This design comes from an exercise in tuning for small area, a short achievable clock period and few clock cycles on the open sky130 flow, not from production work. Function was checked by simulation only, so behaviour that the tests miss may differ from the original. Power and IR drop assume default switching activity.

## flow/design.v (module list and top-level ports; edited modules follow where they fit)
// module booth: 2600 lines
// module booth_mul: 19 lines
module booth_mul (
    input             CLK ,
    input             RSTn ,
    input      [23:0] m1 ,
    input      [23:0] m2 ,
    input             BREQ ,
    output     [47:0] res ,
    output            BACK
);
  // ...
==> flow/flow/run.sh <==
#!/bin/bash
# The standard layout (standard.sh: ORFS with the standard flow's settings) with two changes:
#  - the ports get plain buffers (buf_1, which the resizer may size up) instead of
#    the delay cells buffer_ports picks on its own;
#  - after the standard synthesis, fa_polarity.py removes inverters between full
#    adders (it flips full adders' polarity, same function and registers), and the
#    netlist is read in again before the floorplan.
set -euo pipefail
A='BUFFER_PORTS_ARGS=-buffer_cell sky130_fd_sc_hd__buf_1'
bash standard.sh "$A" synth > make_synth.log 2>&1
net=orfs/results/$FLOW_PLATFORM/booth_mul/base/1_2_yosys.v
python3 flow/fa_polarity.py "$net" > fa_polarity.log 2>&1
bash standard.sh "$A" do-1_synth > make_synth_odb.log 2>&1
bash standard.sh "$A" finish > make_finish.log 2>&1
==> flow/flow/fa_polarity.py <==
#!/usr/bin/env python3
"""Remove inverters between full adders in a Yosys netlist of sky130hd cells.

FA(~a, ~b, ~c) = (~SUM, ~COUT): a full adder may take all of its inputs inverted if its
outputs are read inverted.  An XOR2/XNOR2 takes its inputs in either polarity and gives
its output in either polarity by becoming the other of the two (same size).  This picks
by local search which full adders to flip and which polarities the XOR2/XNOR2 cells give,
so that the fewest inverters are needed, and rewrites the netlist in place with the same
function and the same registers.  Usage: fa_polarity.py NETLIST
"""
import re
import sys
import random
import collections

path = sys.argv[1]
text = open(path).read()
head_end = text.index('\n  sky130_fd_sc_hd__')
head = text[:head_end + 1]
body = text[head_end + 1:]
tail_idx = body.rindex('endmodule')
tail = body[tail_idx:]
cell_re = re.compile(r'  (\S+) (\S+)\s+\((.*?)\n  \);\n', re.S)
cells = []
for mm in cell_re.finditer(body[:tail_idx]):
    typ, name, pins = mm.group(1), mm.group(2), mm.group(3)
    pl = [[pm.group(1), pm.group(2)] for pm in re.finditer(r'\.(\w+)\((.*?)\)(?=,?\n|,?\s*$)', pins)]
    cells.append({'type': typ, 'name': name, 'pins': pl})
assert len(cells) == len(re.findall(r'^  sky130_fd_sc_hd__\w+ ', body, re.M)), 'netlist parse'
assert len(cells) == body[:tail_idx].count(');\n'), 'netlist parse'
OUTP = {'X', 'Y', 'Q', 'Q_N', 'SUM', 'COUT', 'HI', 'LO'}
ports = set()
for dm in re.finditer(r'^\s*(input|output|inout)\s*(\[\d+:\d+\])?\s*(\S+);', head, re.M):
    rng, nm = dm.group(2), dm.group(3)
    if rng:
        hi, lo = map(int, rng[1:-1].split(':'))
        for i in range(min(hi, lo), max(hi, lo) + 1):
            ports.add('%s[%d]' % (nm, i))
    else:
        ports.add(nm)


def is_fa(c): return re.match(r'sky130_fd_sc_hd__fa_\d+$', c['type']) is not None
def is_x(c): return re.match(r'sky130_fd_sc_hd__x(n)?or2_\d+$', c['type']) is not None
def is_inv(c): return re.match(r'sky130_fd_sc_hd__(clk)?inv_\d+$', c['type']) is not None


FA = [is_fa(c) for c in cells]
XO = [is_x(c) for c in cells]
driver = {}
loads = collections.defaultdict(list)
for ci, c in enumerate(cells):
    for pi, (p, n) in enumerate(c['pins']):
        if p in OUTP:
            driver[n] = (ci, pi)
        else:
            loads[n].append((ci, pi))

groups = []
for n in sorted(set(list(driver.keys()) + list(loads.keys()))):
    if n in driver and is_inv(cells[driver[n][0]]):
        continue
    g = {'root': n, 'loads': [], 'invs': [], 'port': n in ports}
    stack = [(n, 0)]
    while stack:
        net, par = stack.pop()
        for (ci, pi) in loads[net]:
            c = cells[ci]
            if is_inv(c):
                y = dict(c['pins'])['Y']
                g['invs'].append((ci, net, y, par))
                if y in ports:
                    g['port'] = True
                stack.append((y, par ^ 1))
            else:
                g['loads'].append((ci, pi, par))
    d = driver.get(n)
    g['drv'] = d[0] if d is not None and not g['port'] and (FA[d[0]] or XO[d[0]]) else None
    groups.append(g)

flip = [0] * len(cells)     # FA: inputs and outputs inverted; XOR: output inverted


def need(g):
    p = flip[g['drv']] if g['drv'] is not None else 0
    for (ci, pi, par) in g['loads']:
        if XO[ci]:
            continue
        q = par ^ (flip[ci] if FA[ci] else 0)
        if q != p:
            return 1
    return 0


gof = collections.defaultdict(set)
for gi, g in enumerate(groups):
    if g['drv'] is not None:
        gof[g['drv']].add(gi)
    for (ci, pi, par) in g['loads']:
        if FA[ci]:
            gof[ci].add(gi)
vars_ = sorted(gof.keys())
gof = {k: sorted(v) for k, v in gof.items()}


def descend(rng):
    cur = [need(g) for g in groups]
    order = list(vars_)
    for _ in range(100):
        rng.shuffle(order)
        better = False
        for v in order:
            gs = gof[v]
            old = sum(cur[gi] for gi in gs)
            flip[v] ^= 1
            new = [need(groups[gi]) for gi in gs]
            if sum(new) < old or (sum(new) == old and rng.random() < 0.3):
                if sum(new) < old:
                    better = True
                for gi, x in zip(gs, new):
                    cur[gi] = x
            else:
                flip[v] ^= 1
        if not better:
            break
    return sum(cur)


before = sum(need(g) for g in groups)
rng = random.Random(1)
best = None
for trial in range(12):
    for v in vars_:
        flip[v] = 0 if trial == 0 else rng.randint(0, 1)
    cost = descend(rng)
    if best is None or cost < best[0]:
        best = (cost, list(flip))
flip = best[1]
after = best[0]

newnets = []
newcells = []
kill = set()
inpol = collections.defaultdict(dict)     # XOR cell -> pin index -> polarity of what it now reads
cnt = [0]
for gi, g in enumerate(groups):
    p = flip[g['drv']] if g['drv'] is not None else 0
    root = g['root']
    if g['port']:
        # nets that are ports stay as they are; only full adder loads may move
        true_net = {0: root}
        for (ci, net, y, par) in g['invs']:
            true_net.setdefault(par ^ 1, y)
        for (ci, pi, par) in g['loads']:
            if FA[ci] and flip[ci]:
                q = par ^ 1
                if q not in true_net:
                    cnt[0] += 1
                    other = '_polnet%d_' % cnt[0]
                    newnets.append(other)
                    newcells.append('  sky130_fd_sc_hd__inv_1 _polinv%d_ (\n    .A(%s),\n    .Y(%s)\n  );\n' % (cnt[0], root, other))
                    true_net[1] = other
                cells[ci]['pins'][pi][1] = true_net[q]
        continue
    if not g['invs'] and not need(g):
        for (ci, pi, par) in g['loads']:
            if XO[ci]:
                inpol[ci][pi] = par ^ p
        continue
    for (ci, net, y, par) in g['invs']:
        kill.add(ci)
    net_of = {p: root}
    if need(g):
        reuse = [(ci, y) for (ci, net, y, par) in g['invs'] if net == root]
        if reuse:
            ci, y = reuse[0]
            kill.discard(ci)
            other = y
        else:
            cnt[0] += 1
            other = '_polnet%d_' % cnt[0]
            newnets.append(other)
            newcells.append('  sky130_fd_sc_hd__inv_1 _polinv%d_ (\n    .A(%s),\n    .Y(%s)\n  );\n' % (cnt[0], root, other))
        net_of[p ^ 1] = other
    for (ci, pi, par) in g['loads']:
        if XO[ci]:
            cells[ci]['pins'][pi][1] = root
            inpol[ci][pi] = par ^ p
            continue
        q = par ^ (flip[ci] if FA[ci] else 0)
        cells[ci]['pins'][pi][1] = net_of[q]
for ci, c in enumerate(cells):
    if not XO[ci]:
        continue
    k = 1 if 'xnor2' in c['type'] else 0
    k2 = k ^ flip[ci] ^ sum(inpol[ci].values()) % 2
    if k2 != k:
        if k2:
            c['type'] = c['type'].replace('xor2', 'xnor2')
            c['pins'] = [[('Y' if p == 'X' else p), n] for p, n in c['pins']]
        else:
            c['type'] = c['type'].replace('xnor2', 'xor2')
            c['pins'] = [[('X' if p == 'Y' else p), n] for p, n in c['pins']]

out = [head]
for nn in newnets:
    out.append('  wire %s;\n' % nn)
for ci, c in enumerate(cells):
    if ci in kill:
        continue
    pins = ',\n'.join('    .%s(%s)' % (p, n) for p, n in c['pins'])
    out.append('  %s %s (\n%s\n  );\n' % (c['type'], c['name'], pins))
out.extend(newcells)
out.append(tail)
open(path, 'w').write(''.join(out))
ninv = sum(1 for ci, c in enumerate(cells) if is_inv(c) and ci not in kill) + len(newcells)
print('inverters: %d before, %d after; groups needing one: %d before, %d after; %d full adders flipped' % (
    sum(1 for c in cells if is_inv(c)), ninv, before, after, sum(flip[v] for v in vars_ if FA[v])))
==> flow/standard.sh <==
#!/bin/bash
# synth_recipe.tcl (not shown) runs the flow's synth.tcl, then flattens the netlist and writes it again
# the make line also repeats each setting of config.mk as NAME=value (left out here)
make -C /OpenROAD-flow-scripts/flow DESIGN_CONFIG=/design/flow/config.mk WORK_HOME=/design/flow/orfs CLKGATE_MAP_FILE= SYNTH_SCRIPT=/design/flow/synth_recipe.tcl "${@:-finish}"
==> flow/config.mk <==
export PLATFORM = sky130hd
export DESIGN_NAME = booth_mul
export DESIGN_NICKNAME = booth_mul
export VERILOG_FILES = /design/flow/design.v
export SDC_FILE = /design/flow/constraint.sdc
export NUM_CORES = 4
export LEC_CHECK = 0
export ABC_AREA = 1
export CAP_MARGIN = 20
export CORE_MARGIN = 2
export CORE_UTILIZATION = 70
export CTS_BUF_LIST = sky130_fd_sc_hd__clkbuf_4 sky130_fd_sc_hd__clkbuf_8
export SETUP_SLACK_MARGIN = 1.75
export SLEW_MARGIN = 20
==> flow/constraint.sdc <==
create_clock -name core_clock -period 6.0 [get_ports {CLK}]
set_input_delay 1.2000 -clock core_clock [delete_from_list [all_inputs] [get_ports {CLK}]]
set_output_delay 1.2000 -clock core_clock [all_outputs]
set_load 0.01 [all_outputs]
==> out/qor.csv, run 1 <==
metric,value,unit
status,timing/DRC/antenna clean,
dp_slack,0.9633,ns
dr.pass1.iters,8,
worst_slack,1.813,ns
drv_cap,0,
min_period,4.187,ns
vias,13050,
fin_nets,2075,
multi_input_area_share,0.7315,
grtUsageMet3,0.06257,
ant_nets,0,
seqCellArea,2085,um^2
use_met1,0.5280,
clk_share,0.01164,
holdPathEnd,u_booth.busy,
dp_hpwl,32570,um
maxUsedRoutingLayer,met4,
clk_pin_slew,0.11,ns
hold_class,primary input to flip-flop,
min_path_cells,3,
sw_frac_of_total,0.5226,
maxPowerGroup,combinational cells,
syn_inst,1703,
drive_above_1_share,0.1206,
met1_length,17520,um
fin_area,16550,um^2
Testbench counts, summed over its fixed seeds: cycles 32,000.
==> run 2: changes to the inputs <==
--- a/flow/design.v
+++ b/flow/design.v
@@ -1243,16 +1243,19 @@
 reg q_c738;
 reg q_s739;
 reg q_c648;
 reg q_s741;
 reg q_c740;
 reg q_c652;
 reg q_s743;
 reg q_c742;
+reg q_c656;
+reg q_s745;
+reg q_c744;
 reg q_pp323;
 reg q_c776;
 reg q_s777;
 reg q_c778;
 reg q_s779;
 reg q_c780;
 reg q_s781;
 reg q_c782;
@@ -1263,19 +1266,17 @@
 reg q_s787;
 reg q_c788;
 reg q_s789;
 reg q_c790;
 reg q_s791;
 reg q_c792;
 reg q_s793;
 reg q_c794;
-reg q_s829;
 reg q_s831;
-reg q_c830;
 reg q_s833;
 reg q_c832;
 reg q_c834;
 reg q_s835;
 reg q_s837;
 reg q_c836;
 reg q_s839;
 reg q_c838;
@@ -1347,16 +1348,19 @@
 	q_c738 <= c738;
 	q_s739 <= s739;
 	q_c648 <= c648;
 	q_s741 <= s741;
 	q_c740 <= c740;
 	q_c652 <= c652;
 	q_s743 <= s743;
 	q_c742 <= c742;
+	q_c656 <= c656;
+	q_s745 <= s745;
+	q_c744 <= c744;
 	q_pp323 <= pp323;
 	q_c776 <= c776;
 	q_s777 <= s777;
 	q_c778 <= c778;
 	q_s779 <= s779;
 	q_c780 <= c780;
 	q_s781 <= s781;
 	q_c782 <= c782;
@@ -1367,19 +1371,17 @@
 	q_s787 <= s787;
 	q_c788 <= c788;
 	q_s789 <= s789;
 	q_c790 <= c790;
 	q_s791 <= s791;
 	q_c792 <= c792;
 	q_s793 <= s793;
 	q_c794 <= c794;
-	q_s829 <= s829;
 	q_s831 <= s831;
-	q_c830 <= c830;
 	q_s833 <= s833;
 	q_c832 <= c832;
 	q_c834 <= c834;
 	q_s835 <= s835;
 	q_s837 <= s837;
 	q_c836 <= c836;
 	q_s839 <= s839;
 	q_c838 <= c838;
@@ -2228,18 +2230,18 @@
 assign s821 = q_s643 ^ q_s737 ^ q_c736;
 assign c822 = (q_s643 & q_s737) | (q_c736 & (q_s643 ^ q_s737));
 assign s823 = q_c644 ^ q_c738 ^ q_s739;
 assign c824 = (q_c644 & q_c738) | (q_s739 & (q_c644 ^ q_c738));
 assign s825 = q_c648 ^ q_s741 ^ q_c740;
 assign c826 = (q_c648 & q_s741) | (q_c740 & (q_c648 ^ q_s741));
 assign s827 = q_c652 ^ q_s743 ^ q_c742;
 assign c828 = (q_c652 & q_s743) | (q_c742 & (q_c652 ^ q_s743));
-assign s829 = c656 ^ s745 ^ c744;
-assign c830 = (c656 & s745) | (c744 & (c656 ^ s745));
+assign s829 = q_c656 ^ q_s745 ^ q_c744;
+assign c830 = (q_c656 & q_s745) | (q_c744 & (q_c656 ^ q_s745));
 assign s831 = c660 ^ s747 ^ c746;
 assign c832 = (c660 & s747) | (c746 & (c660 ^ s747));
 assign s833 = s667 ^ s749 ^ c748;
 assign c834 = (s667 & s749) | (c748 & (s667 ^ s749));
 assign s835 = c668 ^ c750 ^ s751;
 assign c836 = (c668 & c750) | (s751 & (c668 ^ c750));
 assign s837 = c672 ^ s753 ^ c752;
 assign c838 = (c672 & s753) | (c752 & (c672 ^ s753));
@@ -2318,20 +2320,20 @@
 assign g911 = s821 & c820;
 assign p912 = s821 ^ c820;
 assign g913 = c822 & s823;
 assign p914 = c822 ^ s823;
 assign g915 = s825 & c824;
 assign p916 = s825 ^ c824;
 assign g917 = s827 & c826;
 assign p918 = s827 ^ c826;
-assign g919 = q_s829 & c828;
-assign p920 = q_s829 ^ c828;
-assign g921 = q_s831 & q_c830;
-assign p922 = q_s831 ^ q_c830;
+assign g919 = s829 & c828;
+assign p920 = s829 ^ c828;
+assign g921 = q_s831 & c830;
+assign p922 = q_s831 ^ c830;
 assign g923 = q_s833 & q_c832;
 assign p924 = q_s833 ^ q_c832;
 assign g925 = q_c834 & q_s835;
 assign p926 = q_c834 ^ q_s835;
 assign g927 = q_s837 & q_c836;
 assign p928 = q_s837 ^ q_c836;
 assign g929 = q_s839 & q_c838;
 assign p930 = q_s839 ^ q_c838;
==> flow/flow/run.sh (replaced) <==
#!/bin/bash
# The standard layout (standard.sh: ORFS with the standard flow's settings) with two changes:
#  - the ports get plain buffers (buf_2, which the resizer may size up) instead of
#    the delay cells buffer_ports picks on its own;
#  - after the standard synthesis, fa_polarity.py removes inverters between full
#    adders (it flips full adders' polarity, same function and registers), and the
#    netlist is read in again before the floorplan.
set -euo pipefail
A='BUFFER_PORTS_ARGS=-buffer_cell sky130_fd_sc_hd__buf_2'
bash standard.sh "$A" synth > make_synth.log 2>&1
net=orfs/results/$FLOW_PLATFORM/booth_mul/base/1_2_yosys.v
python3 flow/fa_polarity.py "$net" > fa_polarity.log 2>&1
bash standard.sh "$A" do-1_synth > make_synth_odb.log 2>&1
bash standard.sh "$A" finish > make_finish.log 2>&1
==> flow/config.mk (replaced) <==
export PLATFORM = sky130hd
export DESIGN_NAME = booth_mul
export DESIGN_NICKNAME = booth_mul
export VERILOG_FILES = /design/flow/design.v
export SDC_FILE = /design/flow/constraint.sdc
export NUM_CORES = 4
export LEC_CHECK = 0
export ABC_AREA = 1
export CAP_MARGIN = 20
export CORE_MARGIN = 2
export CORE_UTILIZATION = 70
export SETUP_SLACK_MARGIN = 1.75
export SLEW_MARGIN = 20
==> run 2 against run 1 <==
Compared with the run above:
- setup slack worse by 0.048 ns
- area after synthesis increased by 0.23%
- clock power is 28% higher
- non-clock buffer count down 23
- fmax is 1.1% lower
- cell area decreased by 1.8%
- total power is 4.7% lower
- clock-buffer cell count up 1
- still clean
- utilization is 1.4 points lower
- global-route usage fell by 0.28 points
- hold slack gained 0.052 ns
- sequential cell count rose by 1
==> out/qor.csv, run 2 <==
metric,value,unit,change
status,timing/DRC/antenna clean,,unchanged
area.growth.synth_to_final,5.599,%,was 7.770%
worst_slack,1.764,ns,was 1.813 ns
dr.pass1.iters,6,,was 8
max_slew.worst_pin.slew,1.090,ns,was 0.9640 ns
tns,0,ns,unchanged
period_share,0.7060,,was 0.6979
drive_above_1_share,0.1375,,was 0.1206
rows,54,,unchanged
fin_nets,2060,,was 2075
finalWirelength,44110,um,was 46220 um
nFillCells,1603,,unchanged
syn_area,15400,um^2,was 15360 um^2
maxSlewHeadroom,0.2727,,was 0.3566
dp_hpwl,32170,um,was 32570 um
avgSynthCellArea,9.009,um^2,was 9.020 um^2
htreeDepth,3,,unchanged
hold_class,primary input to flip-flop,,unchanged
p_per_area,606.9,nW/um^2,was 625.4 nW/um^2
dp_slack,1.068,ns,was 0.9633 ns
clk_pin_slew,0.07,ns,was 0.11 ns
overflow,0,,unchanged
core-area,21690,um^2,unchanged
grt_max_degree,28,,was 25
cts_sinks,105,,was 104
required,6.24,ns,was 4.80 ns
drv_cap,0,,unchanged
grt_pass1_vias,12890,,was 12810
cts_root_buf,clkbuf_16,,was clkbuf_8
maxSlewViolCount,0,,unchanged
final_cell_count_no_fill,1982,,was 1997
fp.dieH,152.3,um,was 152.1 um
arrival,4.47,ns,was 2.99 ns
place_inst,1960,,unchanged
wire_per_inst,22.26,um,was 23.14 um
rsz0062_at_grt,yes,,unchanged
ant_nets,0,,unchanged
finalHoldViolCount,0,,unchanged
max_freq,236.1,MHz,was 238.8 MHz
portBuffers,99,,unchanged
min_period,4.236,ns,was 4.187 ns
clockBufferDepth,2,,unchanged
multi_input_comb_area,11850,um^2,was 12110 um^2
p_leak,7.255,nW,was 7.061 nW
vias_per_cell,6.429,,was 6.534
synth.net_count,2071,,was 2065
cts_made_buffers,9,,unchanged
grt_pass1_wl,70140,um,was 70460 um
cts_tree,yes,,unchanged
track_usage,0.3860,,was 0.3888
cp_max_fo,23,,was 5
antenna_found_initial,0,,was 1
routabilityCongestion,0.9431,,was 0.9761
ir_worst_vdd,0.7247,mV,was 0.7531 mV
seqCellArea,2102,um^2,was 2085 um^2
final_cell_mix,"275 x o22ai_1, 228 x fa_1, 196 x xor2_1, 158 x inv_1, 151 x nand2_1",,"was 275 x o22ai_1, 227 x fa_1, 193 x xor2_1, 152 x inv_1, 126 x nand2_1"
start_kind,primary input,,was flip-flop
setup.worst_path.class,primary input to flip-flop,,was flip-flop to output pin
layout_commonest_cell,o22ai_1,,unchanged
setup_viol,0,,unchanged
yosysWarnings,1,,unchanged
initial_utilization,0.7099,,was 0.7083
die_w,152.3,um,was 152.1 um
antenna_cells,0,,was 1
end_kind,flip-flop,,was output pin
drt_iter0_markers,1594,,was 1834
ios,100,,unchanged
die-area,23200,um^2,was 23150 um^2
vias,12740,,was 13050
syn_inst,1709,,was 1703
route.detailed.drc,0,,unchanged
## run 2: final timing paths
kind              startpoint  slack, ns  cells past startpoint        endpoint
setup / recovery       m2[7]       1.76                     12  u_booth.q_s725
hold / removal          BREQ       1.01                      3    u_booth.busy
## run 2: layer usage
metal	wire length, um	track usage
met3	5025	0.08589
met2	19520	0.5942
met5	0	0
met4	2532	0.1896
met1	17030	0.5210
## run 2: metrics by stage
stage / total power [mW] / area [um^2] / hold WS (ns) / util
floorplan: 7.882 / 15400 / 1.293 / -
global placement: 8.757 / 15650 / 1.376 / 0.7218
detailed placement: 8.918 / 15650 / 1.382 / 0.7218
CTS: 9.728 / 16050 / 1.002 / 0.7398
global route: 11.01 / 16260 / 1.064 / 0.7496
finish: 9.868 / 16260 / 1.009 / 0.7496
## run 2: report_power, final
part	switching (mW)	total [mW]	internal (mW)
registers	0.173	1.31	1.14
logic	4.58	7.95	3.37
clock network	0.273	0.607	0.334
## run 2: what timing repair did
action	CTS	global route
hold buffers	0	0
endpoints found under the setup margin	44	49
endpoints found under the hold margin	0	0
pin swaps	0	5
resized for setup	18	46
setup buffers	3	2
gates cloned	0	2
## run 2: worst max-delay path: stages
cell and delay [ns]:
buf_2 0.15, inv_2 0.31, nand2_1 0.10, o21ai_1 0.08, buf_4 0.32, o22ai_1 0.14
xor2_1 0.29, fa_1 0.47, fa_1 0.52, inv_1 0.05, fa_1 0.38, fa_1 0.44
## run 2: layout make-up
type | count | share of cell area
multi-input cells | 1256 | 0.7291
clock inverters | 4 | 0.003309
flip-flops and latches | 105 | 0.1293
inverters | 171 | 0.04110
repair buffers | 155 | 0.06072
well taps | 280 | 0.02155
clock buffers | 11 | 0.01493
Testbench counts of run 2, summed over its fixed seeds: cycles 32,000.

-- separate check: timing with driven ports --
In the flow no input, the clock included, has a driving cell. The finished layouts below were timed again as built, in two steps.
Step 1 (the two cells are an assumption about what drives the block):
set clk [get_ports {CLK}]
set_driving_cell -lib_cell sky130_fd_sc_hd__clkbuf_16 $clk
set_driving_cell -lib_cell sky130_fd_sc_hd__buf_2 [delete_from_list [all_inputs] $clk]
Step 2 also shifts input and output timing later by t, the mid clock arrival at the registers, as if the neighbouring blocks saw the same clock.
Three values: ideal, step 1, step 2; two values: the first two.
run	t, ns	slack for setup (ns)	worst slew at a driven data input, ns
run 1	0.448	1.813 / 1.769 / 1.379	0.08
run 2	0.410	1.764 / 1.796 / 1.386	0.04
After both steps setup and hold are still met in every run listed. For run 1, which loses most, drivers alone change the setup slack by -0.044 ns; drivers and shift together by -0.434 ns.
